Context: an optimization exercise on an open-source flow, tuned for small area. The choices shown serve that exercise and are no tape-out recipe. Only simulation tests tie the RTL to the original design; equivalence was not proved. The clock port is modelled as an ideal driver, which makes a skipped or thinned clock tree look cheaper than it is; a real chip needs a root buffer or a tree. Power figures rest on the tool's default switching activity, not on a simulated workload.

==> flow/design.v <==
module ALD_miami(
    SW,
    RST_N,
    CLOCK_50,
    LEDR
);
input [7:1]SW;
input RST_N;
input CLOCK_50;
output [6:0]LEDR;
wire clk = CLOCK_50;
wire rst = RST_N;
reg [5:0] rung;
wire r0  = (rung == 6'd0);
wire r1  = (rung == 6'd1);
wire r2  = (rung == 6'd2);
wire r6  = (rung == 6'd6);
wire r7  = (rung == 6'd7);
wire r38 = (rung == 6'd38);
reg started;                 
reg mstart, mfc, tok;
reg ps0, ps1, ps2;           
reg tonp1_in, trig11, trig21, trig71, trig81;
reg [3:0] cyc_acc;
reg SV1, SV4, VV1, VV2, heaterson, reactorheater, mfcwater;
assign LEDR = {mfcwater, reactorheater, heaterson, VV2, VV1, SV4, SV1};
reg [38:0] ring1;
reg [12:0] ring2;
reg [12:0] ring3;
reg cy1, cy2, cy3;
wire seg_tvac1  = (rung <= 6'd11);
wire seg_tpvac  = (rung >= 6'd12) & (rung <= 6'd15);
wire seg_twater = (rung >= 6'd16) & (rung <= 6'd26);
wire seg_tonp1  = (rung >= 6'd27);
wire first1     = r0 | (rung == 6'd12) | (rung == 6'd16) | (rung == 6'd27);
wire act1       = ~r38;
wire en1  = (seg_tonp1 & tonp1_in) | (seg_tvac1 & trig11) | (seg_twater & trig21) | (seg_tpvac & mstart);
wire sat1 = seg_tvac1 ? (ring1[11] & ring1[2] & ring1[1]) :
            seg_tpvac ? (ring1[3] & ring1[2]) :
                        (ring1[10] & ring1[1] & ring1[0]);
wire old1 = ring1[0] & started;
wire cin1 = first1 ? ~(sat1 & started) : cy1;
wire nb1  = act1 ? (en1 & (old1 ^ cin1)) : svac1_n;
wire first2 = r0;
wire sat2   = ring2[12] & ring2[3] & ring2[0];
wire cin2   = first2 ? ~sat2 : cy2;
wire nb2    = trig71 & (ring2[0] ^ cin2);
wire act3   = (rung >= 6'd15) & (rung <= 6'd24);
wire first3 = (rung == 6'd15);
wire sat3   = ring3[9] & ring3[1];
wire old3   = ring3[0] & started;
wire cin3   = first3 ? ~(sat3 & started) : cy3;
wire nb3    = act3 ? (tok & (old3 ^ cin3)) :
              r0   ? (SW[2] | cyc_dn) :
              r1   ? ~SW[7] :
              r38  ? svac2_n : ring3[0];
always @(posedge clk) begin
    ring1 <= {nb1, ring1[38:1]};
    ring2 <= {nb2, ring2[12:1]};
    ring3 <= {nb3, ring3[12:1]};
    cy1 <= old1 & cin1;
    cy2 <= ring2[0] & cin2;
    cy3 <= old3 & cin3;
end
wire tvac1_ge   = ring1[12] & ring1[3];      
wire tvac1_b0   = ring1[1];
wire twater_ge  = ring1[27] & ring1[18];     
wire twater_b0  = ring1[17];
wire tonp1_ge   = ring1[38] & ring1[29];     
wire tonp1_b0   = ring1[28];
wire tvacw_ge   = ring2[0] & ring2[4];       
wire tvacw_b0   = ring2[1];
wire tvacw_ge3  = ring2[0] & (ring2[4] | (ring2[3] & ring2[2] & ring2[1]));  
wire pulse_sat  = ring3[4] & ring3[9];
wire tpvac_sat  = ring1[16] & ring1[15];     
wire pulse_b9   = ring3[12];
wire vacpumps   = mstart & (~tpvac_sat | ~(ps0 | pulse_b9));
wire svac1      = ring1[0];
wire mstop_r2   = ring3[11];
wire mstop      = ring3[1];
wire heat       = ring3[2];
wire svac2      = ring3[0];
wire svac1_n    = trig11 & ~tvac1_ge;
wire svac2_n    = trig71 & ~tvacw_ge3;
wire startpos  = ps1 & ~ps2;
wire sv11      = tonp1_in & ~tonp1_ge;
wire sv1_start = tonp1_ge & ~tonp1_b0;
wire tonp1_n   = (trig81 & ~cyc_ep) | ps1 | sv11;
wire trig11_n  = sv1_start | (trig11 & ~startpos & ~trig81);
wire trig21_n  = (tvac1_ge & tvac1_b0) | (trig21 & ~startpos & ~trig81);
wire sw_tt     = trig21 & ~twater_ge;
wire trig71_n  = (trig21_n & twater_ge & ~twater_b0) | (trig71 & ~startpos & ~trig81);
wire trig81_n  = tvacw_ge & ~tvacw_b0;
wire cyc_res   = cyc_acc[3] & cyc_acc[1] & (cyc_acc[2] | cyc_acc[0]);    
wire cyc_ep    = cyc_acc[3] & cyc_acc[1] & ~cyc_acc[0];                   
wire cyc_full  = cyc_ep & ~cyc_acc[2];                                    
wire cyc_dn    = cyc_full;
wire cyc_inc   = trig81 & ~cyc_full;
wire [3:0] cyc_acc31 = cyc_res ? 4'd0 : cyc_acc + {3'd0, cyc_inc};
wire cyc_full31 = cyc_acc31[3] & cyc_acc31[1];
always @(posedge clk) begin
    if (r7) begin
        ps0 <= tok & ~pulse_sat;
    end
end
always @(posedge clk or negedge rst) begin
    if (rst == 1'b0) begin
        rung <= 6'd0;
        started <= 1'b0;
        mstart <= 1'b0;
        mfc <= 1'b0; tok <= 1'b0;
        ps1 <= 1'b0; ps2 <= 1'b0;
        tonp1_in <= 1'b0; trig11 <= 1'b0; trig21 <= 1'b0; trig71 <= 1'b0; trig81 <= 1'b0;
        cyc_acc <= 4'd0;
        SV1 <= 1'b0; SV4 <= 1'b0; VV1 <= 1'b0; VV2 <= 1'b0;
        heaterson <= 1'b0; reactorheater <= 1'b0; mfcwater <= 1'b0;
    end
    else begin
        rung <= r38 ? 6'd0 : rung + 6'd1;
        if (r2) mstart <= (~SW[1] & ~SW[3]) | (mstart & ~SW[2] & ~mstop_r2);
        if (r6) mfc <= mstart & (~SW[5] | (SW[6] & mfc));
        if (r7) begin
            tok <= mstart & (~SW[4] | tok);
        end
        if (r38) begin
            started <= 1'b1;
            ps1 <= ps0; ps2 <= ps1;
            tonp1_in <= tonp1_n;
            trig11 <= trig11_n;
            trig21 <= trig21_n;
            trig71 <= trig71_n;
            trig81 <= trig81_n;
            cyc_acc <= startpos ? (cyc_full31 ? 4'd14 : 4'd11) : cyc_acc31;
            SV1 <= mstart & sv11;
            SV4 <= mstart & sw_tt;
            VV1 <= mstart & (vacpumps | svac1);
            VV2 <= mstart & (vacpumps | svac2);
            heaterson <= heat;
            reactorheater <= (mstart | reactorheater) & ~mstop;
            mfcwater <= mfc;
        end
    end
end
endmodule
export LEC_CHECK = 0
export CAP_MARGIN = 20
export CORE_MARGIN = 2
export CORE_UTILIZATION = 40
export SLEW_MARGIN = 20
create_clock -name core_clock -period 50.0 [get_ports {CLOCK_50}]
standard.sh (not shown) runs the stock make flow with config.mk's settings and CLKGATE_MAP_FILE= SYNTH_SCRIPT=/design/flow/synth_recipe.tcl, a recipe that flattens the netlist after the stock synthesis.
==> flow/flow/run.sh <==
#!/bin/bash
# The standard layout (standard.sh), except:
#  - after the standard synthesis, flow/remap.sh maps the combinational logic
#    again for area (Yosys + ABC); the flip-flops stay as synthesized
#  - the port buffers are the smallest buffer (buf_1) rather than the default
#  - the clock tree is built by flow/mycts.tcl: the clock port drives four
#    buf_12, each driving a quarter of the flip-flops, split by position
set -euo pipefail
P="BUFFER_PORTS_ARGS=-buffer_cell sky130_fd_sc_hd__buf_1"
RES=$PWD/orfs/results/$FLOW_PLATFORM/ALD_miami/base
bash standard.sh synth > standard_synth.log 2>&1
LIB=$(bash standard.sh print-LIB_FILES 2>/dev/null | sed -n 's/^LIB_FILES: *//p' | awk '{print $1}')
DU=$(bash standard.sh print-DONT_USE_CELLS 2>/dev/null | sed -n 's/^DONT_USE_CELLS: *//p')
echo "LIB=$LIB" > remap_inputs.log; echo "DONT_USE=$DU" >> remap_inputs.log
bash flow/remap.sh $RES/1_2_yosys.v "$LIB" "$DU" $PWD/remap.log
bash standard.sh do-1_synth > standard_synth_odb.log 2>&1
bash standard.sh "$P" place > standard_place.log 2>&1
bash standard.sh "$P" run RUN_SCRIPT=$PWD/flow/mycts.tcl RUN_LOG_NAME_STEM=4_1_cts \
  MYCTS_NBUF=4 MYCTS_BUF=sky130_fd_sc_hd__buf_12 MYCTS_CLKNET=CLOCK_50 > mycts.log 2>&1
bash standard.sh "$P" finish > standard_finish.log 2>&1
Other scripts of this flow, unchanged in this note and not shown: flow/flow/mycts.tcl, flow/flow/remap.sh
==> next run, changes <==
--- a/flow/design.v
+++ b/flow/design.v
@@ -17,11 +17,11 @@
 wire r6  = (rung == 6'd6);
 wire r7  = (rung == 6'd7);
 wire r38 = (rung == 6'd38);
-reg started;                 
 reg mstart, mfc, tok;
 reg ps0, ps1, ps2;           
 reg tonp1_in, trig11, trig21, trig71, trig81;
 reg [3:0] cyc_acc;
+wire started = ~(cyc_acc[3] & cyc_acc[2] & ~cyc_acc[1]);    
 reg SV1, SV4, VV1, VV2, heaterson, reactorheater, mfcwater;
 assign LEDR = {mfcwater, reactorheater, heaterson, VV2, VV1, SV4, SV1};
 reg [38:0] ring1;
@@ -96,7 +96,7 @@
 wire cyc_full  = cyc_ep & ~cyc_acc[2];                                    
 wire cyc_dn    = cyc_full;
 wire cyc_inc   = trig81 & ~cyc_full;
-wire [3:0] cyc_acc31 = cyc_res ? 4'd0 : cyc_acc + {3'd0, cyc_inc};
+wire [3:0] cyc_acc31 = (cyc_res | ~started) ? 4'd0 : cyc_acc + {3'd0, cyc_inc};
 wire cyc_full31 = cyc_acc31[3] & cyc_acc31[1];
 always @(posedge clk) begin
     if (r7) begin
@@ -106,12 +106,11 @@
 always @(posedge clk or negedge rst) begin
     if (rst == 1'b0) begin
         rung <= 6'd0;
-        started <= 1'b0;
         mstart <= 1'b0;
         mfc <= 1'b0; tok <= 1'b0;
         ps1 <= 1'b0; ps2 <= 1'b0;
         tonp1_in <= 1'b0; trig11 <= 1'b0; trig21 <= 1'b0; trig71 <= 1'b0; trig81 <= 1'b0;
-        cyc_acc <= 4'd0;
+        cyc_acc <= 4'd12;
         SV1 <= 1'b0; SV4 <= 1'b0; VV1 <= 1'b0; VV2 <= 1'b0;
         heaterson <= 1'b0; reactorheater <= 1'b0; mfcwater <= 1'b0;
     end
@@ -123,7 +122,6 @@
             tok <= mstart & (~SW[4] | tok);
         end
         if (r38) begin
-            started <= 1'b1;
             ps1 <= ps0; ps2 <= ps1;
             tonp1_in <= tonp1_n;
             trig11 <= trig11_n;
The new run passed the timing, DRC and antenna checks; total power is lower by 0.86%; setup slack gets worse by 0.013 ns; global-route usage grows by 0.35 points; utilization fell by 0.13 points; final cell count went up by 0.83%.
No run of this note takes its clock network from TritonCTS; it comes from the design's own scripts or RTL.

-- re-timing with driven ports --
The results above use ideal ports. As a check the final layouts listed here were re-extracted and re-timed, cells and wires unchanged.
Step 1 assumes that a clkbuf_16 drives the clock port and a buf_2 every other input.
Step 2, shift: input delay + t, output delay - t, t = (earliest + latest rising clock arrival at the registers) / 2. This alone moves slack from input paths to output paths.
a / b / c = no drivers / after step 1 / after step 2; a / b = the first two.
run	shift t [ns]	setup slack, ns	slew at the worst register clock pin (ns)	worst slew at a driven data input, ns	pins driven straight from the clock port
the first run	0.204	39.343 / 39.264 / 39.431	0.09 / 0.09	0.04	4
the second run	0.206	39.330 / 39.248 / 39.205	0.09 / 0.09	0.03	4
After both steps every run listed still meets setup and hold. The setup slack of the second run, which loses most, moves by -0.082 ns with the drivers and by -0.125 ns with both steps.
